Context: an optimization exercise on an open-source flow, tuned for small area and a short achievable clock period. The choices shown serve that exercise and are no tape-out recipe.
Function was checked by simulation only, so behaviour that the tests miss may differ from the original.
Power figures rest on the tool's default switching activity, not on a simulated workload.

==> flow/design.v, too long to show whole: its modules and the start of the top module <==
// module mul8: 14 lines
// module mul16: 1105 lines
// module mul16_fa: 4 lines
// module mul16_cpa: 147 lines
module mul16(
    input clk,
    input logic[15:0] a,
    input logic[15:0] b,
    output logic[31:0] r
);
  // ...
==> flow/run.sh <==
#!/bin/bash
# synth_recipe.tcl (not shown) runs the flow's synth.tcl, then flattens the netlist and writes it again
# the make line also repeats each setting of config.mk as NAME=value (left out here)
make -C /OpenROAD-flow-scripts/flow DESIGN_CONFIG=/design/flow/config.mk WORK_HOME=/design/flow/orfs CLKGATE_MAP_FILE= SYNTH_SCRIPT=/design/flow/synth_recipe.tcl finish
==> flow/config.mk <==
export PLATFORM = sky130hd
export DESIGN_NAME = mul16
export DESIGN_NICKNAME = mul16
export VERILOG_FILES = /design/flow/design.v
export SDC_FILE = /design/flow/constraint.sdc
export NUM_CORES = 4
export LEC_CHECK = 0
export CAP_MARGIN = 20
export CORE_MARGIN = 2
export CORE_UTILIZATION = 40
export SETUP_SLACK_MARGIN = 2.0
export SLEW_MARGIN = 20
export SYNTH_HIERARCHICAL = 1
export SYNTH_MINIMUM_KEEP_SIZE = 0
==> flow/constraint.sdc <==
create_clock -name core_clock -period 5.5 [get_ports {clk}]
set_input_delay 1.1000 -clock core_clock [delete_from_list [all_inputs] [get_ports {clk}]]
set_output_delay 1.1000 -clock core_clock [all_outputs]
set_load 0.01 [all_outputs]
==> flow_summary.json, run 1 <==
{
  "num-multi-input-gates": 588,
  "yosysTopAreaCellShare_pct": 43.54,
  "worstSkewPairLatency_ns": 0.36,
  "grtUsageMet1_pct": 24.67,
  "routed-wl-met3_um": 1893,
  "critPathKind": "input port to flop",
  "status": "complete, no violations",
  "ys_ff_latch": 111,
  "synth_compound_area_share_pct": 2.502,
  "vias": 5739,
  "maxCapViolCount": 0,
  "totalPowerFinal_mw": 5.760,
  "p_seq_mw": 1.34,
  "grt_pass1_wl_um": 33620,
  "wl_um": 20380,
  "cts_setup_buffers": 4,
  "ctsHoldBuffers": 0,
  "slowest_delay_ns": 0.58,
  "swShare_pct": 41.19,
  "rr_worst_depth": 15,
  "setup_viol": 0,
  "p_clk_share_pct": 11.8,
  "grt_util_all_layers_pct": 18.32,
  "vdd_drop_max_v": 0.0003398,
  "tightestPinTransition_ns": 0.8879,
  "synth_xor_xnor_area_share_pct": 1.244,
  "rows": 55,
  "htreeDepth": 3,
  "worstPathMaxFanout": 16,
  "powerDensity_nw_per_um2": 573.3,
  "grt_most_used_layer": "met2",
  "cts_buffer_depth": 2,
  "synthDistinctLibCells": 36,
  "cts.sinks": 111,
  "crit_required_ns": 5.80,
  "hold_class": "flop to flop",
  "r2r_setup_slack_ns": 2.05,
  "synthFlopType": "dfxtp_1",
  "min_period_ns": 3.463,
  "hold_viol_final": 0
}
==> run 2, diff against run 1 <==
--- a/flow/config.mk
+++ b/flow/config.mk
@@ -8,7 +8,7 @@
 export CAP_MARGIN = 20
 export CORE_MARGIN = 2
 export CORE_UTILIZATION = 40
-export SETUP_SLACK_MARGIN = 2.0
+export SETUP_SLACK_MARGIN = 2.6
 export SLEW_MARGIN = 20
 export SYNTH_HIERARCHICAL = 1
 export SYNTH_MINIMUM_KEEP_SIZE = 0
==> run 2 against run 1 <==
Net effect:
- still clean
- clock power grew 11%
- combinational power up 14%
- synthesized area stayed put
- final area up 16%
- flip-flop and latch count unchanged
- critical endpoint is now r[30]$_DFF_P_
==> flow_summary.json, run 2 <==
{
  "min_period_ns": 3.457,
  "root_buffer": "clkbuf_16",
  "leakage_nw": 4.671,
  "timing.rr.end": "r[30]$_DFF_P_",
  "crit_required_ns": 5.80,
  "setup_viol": 0,
  "die-area_um2": 24100,
  "worstPathMaxFanout": 3,
  "yosysMostFrequentCell": "nand2_1",
  "grt_overflow": 0,
  "final_cell_mix": "nand2_1 (213), fa_2 (121), dfxtp_1 (106), fa_1 (78), inv_1 (67)",
  "synth_commonest_cells": "nand2_1 (262), fa_1 (199), dfxtp_1 (111), inv_1 (70), ha_1 (54)",
  "yosys.area.top_type": "fa_1",
  "drive_above_1_share_pct": 35.64,
  "maxCapViolCount": 0,
  "wl_um": 22240,
  "critPathKind": "flop to flop",
  "netlist_instances": 830,
  "tightestPinTransition_ns": 0.7061,
  "grt_pass1_vias": 6553,
  "wl_per_cell_um": 18.63,
  "hold_class": "flop to flop",
  "multiInputGateArea_um2": 6930,
  "rr_worst_depth": 14,
  "antenna_found_initial": 0,
  "num-nets-final": 1190,
  "cts.sinks": 111,
  "holdCritStartpoint": "q[4]$_DFF_P_",
  "totalPowerFinal_mw": 6.366,
  "r2r_setup_slack_ns": 2.04,
  "ant_nets": 0,
  "detailed_place_hpwl_um": 16250,
  "cts_buffer_depth": 2,
  "coreArea_um2": 22570,
  "rsz0062_at_grt": "yes",
  "fin_tns_setup_ns": 0,
  "die-height_um": 155.2,
  "drc": 0,
  "hold_viol_final": 0,
  "synth.avg_cell_area_um2": 11.02,
  "ys_ff_latch": 111,
  "yosysSeqAreaShare_pct": 24.29,
  "whs_path_depth": 1,
  "drt-initial-drc-count": 305,
  "relSlewSlack_pct": 52.93,
  "rows": 55,
  "powerDensity_nw_per_um2": 547.1,
  "clk_pin_slew_ns": 0.08,
  "regArea_um2": 2228,
  "numCtsBuffers": 9,
  "htreeDepth": 3,
  "hold_end": "r[4]$_DFF_P_",
  "drv_slew": 0,
  "gp_congestion": 0.8693,
  "top_register": "q",
  "syn_nets": 1116,
  "numPortBuffers": 64,
  "synth_area_um2": 9150,
  "worstSkewPairLatency_ns": 0.37,
  "r2r-start": "q[32]$_DFF_P_",
  "final_common_cell": "nand2_1",
  "vias_per_cell": 5.013,
  "cts_tree": "yes",
  "yosysTopAreaCellShare_pct": 43.54,
  "die_w_um": 155.2,
  "vias": 5986,
  "synth_edf_count": 0,
  "fin_crit_sh_pct": 62.86,
  "ios": 65,
  "grt_util_all_layers_pct": 19.85,
  "holdWs_ns": 0.3551,
  "grt_pass1_wl_um": 35890,
  "cp-start-kind": "flop",
  "status": "complete, no violations",
  "yosys_warnings": 7,
  "initial_core_util_pct": 40.54,
  "async_flop_share_pct": 0,
  "fin_skew_ns": 0.01292,
  "area_growth_syn_to_layout_pct": 27.16,
  "largest_register_ffs": 79,
  "grt_max_degree": 21,
  "top_regs": "q: 79 flops, r: 32 flops",
  "antennaDiodeCount": 0,
  "end_kind": "flop",
  "fillCellCount": 1959,
  "vdd_drop_max_v": 0.0003682,
  "arrival_ns": 3.75,
  "synthFlopType": "dfxtp_1",
  "max_clock_freq_mhz": 289.2,
  "drt_first_pass_iters": 5,
  "ys_top_cells_by_area": "fa_1 (44%), dfxtp_1 (24%), nand2_1 (11%)",
  "synthDistinctLibCells": 36
}
[run 2: cell counts after synthesis]
No cell type changed its count.
[run 2: repair_timing]
action / in CTS / in global routing
cloned: 3 / 0
resized for setup: 333 / 46
endpoints found under the hold margin: 0 / 0
buffers inserted: 39 / 2
endpoints found under the setup margin: 90 / 48
pin swaps: 80 / 49
hold buffers: 0 / 0
[run 2: Yosys stat by module, one instance, submodules excluded]
module	flip-flops and latches	times used
mul16	111	1
mul16_fa	0	199
mul16_cpa	0	1
[run 2: area by class of cell]
class | count | share of cell area [%]
multi-input cells | 588 | 59.57
flip-flops and latches | 111 | 19.15
repair buffers | 124 | 13.04
well taps | 285 | 3.065
inverters | 70 | 2.258
clock buffers | 9 | 1.936
clock inverters | 7 | 0.9786
[run 2: worst max-delay path by stage]
stage	start	end	slack (ns)	cells past startpoint
after floorplan	a[12]	q[34]$_DFF_P_	2.13	7
after global placement	a[0]	q[15]$_DFF_P_	1.17	6
after detailed placement	b[6]	q[42]$_DFF_P_	1.14	6
after CTS	q[34]$_DFF_P_	r[30]$_DFF_P_	2.02	14
after global routing	q[34]$_DFF_P_	r[30]$_DFF_P_	1.91	14
final	q[32]$_DFF_P_	r[30]$_DFF_P_	2.04	14
[run 2: stage by stage]
step           instance area [um2]  cells  utilization, %  worst slack, ns
2_1_floorplan                 9861    830               -            2.133
3_3_place_gp                 10220   1134           45.27            1.171
3_5_place_dp                 10220   1134           45.27            1.144
4_1_cts                      11460   1192           50.75            2.021
5_1_grt                      11630   1194           51.55            1.906
6_report                     11630   1194           51.55            2.043
[run 2: logic make-up (layout without fill, tap and decap cells)]
group | count (synthesis) | count (layout) | share of synthesized area (%)
buffers and inverters | 131 | 210 | 8.588
other | 1 | 1 | 0.04098
AOI/OAI and AO/OA | 30 | 30 | 2.502
and+or+nand+nor | 291 | 291 | 12.42
xor gates and xnor gates | 13 | 13 | 1.244
adders and majority gates | 253 | 253 | 50.92
DFF | 111 | 111 | 24.29
[run 2: power by group]
group	internal [mW]	switching, mW
registers	1.22	0.138
clock network	0.411	0.340
logic	2.07	2.19
[run 2: critical path, cell delays in order (launching register included)]
cell and delay, ns:
dfxtp_2 0.33, fa_2 0.38, fa_2 0.35, fa_1 0.51, inv_2 0.05, ha_4 0.21
nand4_1 0.10, nor2_2 0.07, a221oi_4 0.47, a2111oi_4 0.13, buf_4 0.18, nand2b_1 0.14
ha_1 0.20, nor2_1 0.13, xnor2_1 0.14
[run 2: per-layer routing]
layer	vias to the layer above	part of all wire, %	global-route usage (%)
met5	-	0	0
met4	0	2.6	7.296
met3	35	7.6	4.763
met2	225	48	31.56
met1	3093	42	26.66
li1	2633	-	-
==> run 3, diff against run 2 <==
--- a/flow/config.mk
+++ b/flow/config.mk
@@ -8,7 +8,6 @@
 export CAP_MARGIN = 20
 export CORE_MARGIN = 2
 export CORE_UTILIZATION = 40
-export SETUP_SLACK_MARGIN = 2.6
 export SLEW_MARGIN = 20
 export SYNTH_HIERARCHICAL = 1
 export SYNTH_MINIMUM_KEEP_SIZE = 0
==> run 3 against run 2 <==
Net effect:
- sequential power about the same
- critical path depth down 8
- fmax down 16%
==> flow_summary.json, run 3 <==
{
  "grt_util_all_layers_pct": 18.24,
  "routed-wl-met3_um": 1529,
  "final_cell_mix": "nand2_1 (262), fa_1 (199), dfxtp_1 (111), inv_1 (70), clkdlybuf4s50_1 (64)",
  "yosys_warnings": 7,
  "path_cells": "clkdlybuf4s50_1, nand2_1, fa_1, fa_1, fa_1, fa_1",
  "worstPathMaxFanout": 16,
  "num-nets-final": 1134,
  "vdd_drop_max_v": 0.0003126,
  "die-area_um2": 24100,
  "numCtsBuffers": 9,
  "synth.avg_cell_area_um2": 11.02,
  "final_cells": 1137,
  "hold_viol_final": 0,
  "vias": 5643,
  "min_period_ns": 4.097,
  "grt_pass1_vias": 6268,
  "detailed_place_hpwl_um": 15160,
  "yosysSeqAreaShare_pct": 24.29,
  "drt-initial-drc-count": 289,
  "gp_congestion": 0.8550,
  "arrival_ns": 4.33,
  "drv_slew": 0,
  "cts.sinks": 111,
  "numPortBuffers": 64,
  "relSlewSlack_pct": 39.48,
  "drt_first_pass_iters": 5,
  "tightestPinTransition_ns": 0.9050,
  "highest_layer": "met4",
  "cts_setup_buffers": 0,
  "synthFlopType": "dfxtp_1",
  "ctsHoldBuffers": 0,
  "grt_overflow": 0,
  "fillCellCount": 2158,
  "worstSkewPairLatency_ns": 0.36,
  "crit_top_cell": "fa_1",
  "area_growth_syn_to_layout_pct": 8.834,
  "crit_required_ns": 5.73,
  "powerDensity_nw_per_um2": 535.3,
  "max_clock_freq_mhz": 244.1,
  "htreeDepth": 3,
  "drc": 0,
  "coreArea_um2": 22570,
  "cp-start-kind": "input port",
  "cts_tree": "yes",
  "netlist_instances": 830,
  "initial_core_util_pct": 40.54,
  "yosysTopAreaCellShare_pct": 43.54,
  "antennaDiodeCount": 0,
  "rows": 55,
  "post_cts_resized": 0,
  "dp.cells": 1122,
  "wl_um": 20080,
  "synthDistinctLibCells": 36,
  "grt_pass1_wl_um": 33480,
  "end_kind": "flop",
  "maxCapViolCount": 0,
  "status": "complete, no violations",
  "cpMaxStageDelayCell": "clkdlybuf4s50_1",
  "cts_buffer_depth": 2,
  "die-height_um": 155.2,
  "fin_tns_setup_ns": 0,
  "routed-wl-met2_um": 9314,
  "final_common_cell": "nand2_1",
  "hold_class": "flop to flop",
  "top_register": "q",
  "synth_area_um2": 9150,
  "root_buffer": "clkbuf_16",
  "ys_top_cells_by_area": "fa_1 (44%), dfxtp_1 (24%), nand2_1 (11%)",
  "async_flop_share_pct": 0,
  "vias_per_cell": 4.963,
  "fin_skew_ns": 0.01080,
  "totalPowerFinal_mw": 5.331,
  "yosysMostFrequentCell": "nand2_1",
  "rsz0062_at_grt": "no",
  "critPathKind": "input port to flop",
  "antenna_found_initial": 0,
  "ant_nets": 0,
  "largest_register_ffs": 79,
  "yosys.area.top_type": "fa_1",
  "syn_nets": 1116,
  "synth_edf_count": 0,
  "fin_crit_sh_pct": 74.48,
  "leakage_nw": 4.071,
  "met1_length_um": 8769,
  "setup_viol": 0,
  "wl_per_cell_um": 17.66,
  "drive_above_1_share_pct": 3.521,
  "die_w_um": 155.2,
  "ios": 65,
  "top_regs": "q: 79 flops, r: 32 flops",
  "fin_util_pct": 44.12,
  "clk_pin_slew_ns": 0.08,
  "synth_commonest_cells": "nand2_1 (262), fa_1 (199), dfxtp_1 (111), inv_1 (70), ha_1 (54)",
  "ys_ff_latch": 111,
  "grt_max_degree": 19,
  "slowest_delay_ns": 1.06
}
[run 3: path summary, 6_finish.rpt]
path	startpoint	to	slack (ns)	cells after the start
setup / recovery	a[8]	q[34]$_DFF_P_	1.40	6
hold / removal	q[1]$_DFF_P_	r[1]$_DFF_P_	0.36	1
hold reg to reg	q[1]$_DFF_P_	r[1]$_DFF_P_	0.36	1
setup reg to reg	q[33]$_DFF_P_	r[28]$_DFF_P_	1.65	14
[run 3: stage by stage]
stage	hold slack, ns	instance area (um2)	worst slack [ns]
after floorplan	0.3379	9150	2.027
after global placement	0.3400	9654	1.074
after detailed placement	0.3408	9654	1.054
after CTS	0.3543	9958	1.441
after global routing	0.3837	9958	1.313
final	0.3582	9958	1.403
[run 3: power breakdown]
part | internal (mW) | switching [mW] | total (mW)
Sequential | 1.21 | 0.126 | 1.34
Combinational | 1.53 | 1.78 | 3.31
Clock | 0.368 | 0.308 | 0.677
[run 3: layout make-up]
type	count	area [um2]	area share (%)
multi-input cells	588	6142	61.68
well taps	285	356.6	3.581
inverters	70	262.8	2.639
flip-flops and latches	111	2222	22.31
repair buffers	68	670.6	6.735
clock buffers	10	239.0	2.400
clock inverters	5	65.06	0.6533
[run 3: logic make-up (layout without fill, tap and decap cells)]
kind of cell    after synthesis  after routing  synth area share [%]
compound gates               30             30                 2.502
flops                       111            111                 24.29
buf+inv                     131            153                 8.588
xor+xnor                     13             13                 1.244
other cells                   1              1               0.04098
simple gates                291            291                 12.42
fa+ha+maj                   253            253                 50.92
[run 3: Yosys stat by module (local to each module, per instance)]
| module | cells | area (um2) |
|---|---|---|
| mul16_cpa | 97 | 695.7 |
| mul16 | 534 | 4471 |
| mul16_fa | 1 | 20.02 |
[run 3: critical path: cells and delay by family]
| family | cells | cell delay [ns] |
|---|---|---|
| buf+inv | 1 | 1.06 |
| fa+ha+maj | 4 | 1.96 |
| simple gates | 1 | 0.20 |
[run 3: layer usage]
layer  up-vias  track usage [%]
li1       2513                -
met1      2875            24.89
met2       235            29.40
met3        20            3.760
met4         0            5.941
met5         -                0

-- port drivers added, routing unchanged --
In the flow no input, the clock included, has a driving cell. The finished layouts below were timed again as built, in two steps.
Step 1: set_driving_cell puts a clkbuf_16 on clk and a buf_2 on each other input, an assumption about the parent block.
Step 2 moves the port delays by t, midway between the first and last clock arrival at a register: inputs arrive t later, outputs are due t later. That takes back most of the time a late clock gives input paths.
Slacks: ideal ports / drivers / drivers and shift; pairs: ideal ports / drivers.
run	t (ns)	slack for setup (ns)	worst hold slack (ns)	worst slew at a driven data input, ns	cell pins on the clock port's net
run 1	0.400	2.037 / 2.048 / 1.662	0.360 / 0.360 / 0.360	0.04	1
run 2	0.407	2.043 / 2.043 / 1.990	0.355 / 0.355 / 0.355	0.09	1
run 3	0.398	1.403 / 1.424 / 1.026	0.358 / 0.358 / 0.358	0.04	1
After both steps setup and hold are still met in every run listed. The setup slack of run 3, which loses most, moves by +0.021 ns with the drivers and by -0.377 ns with both steps.
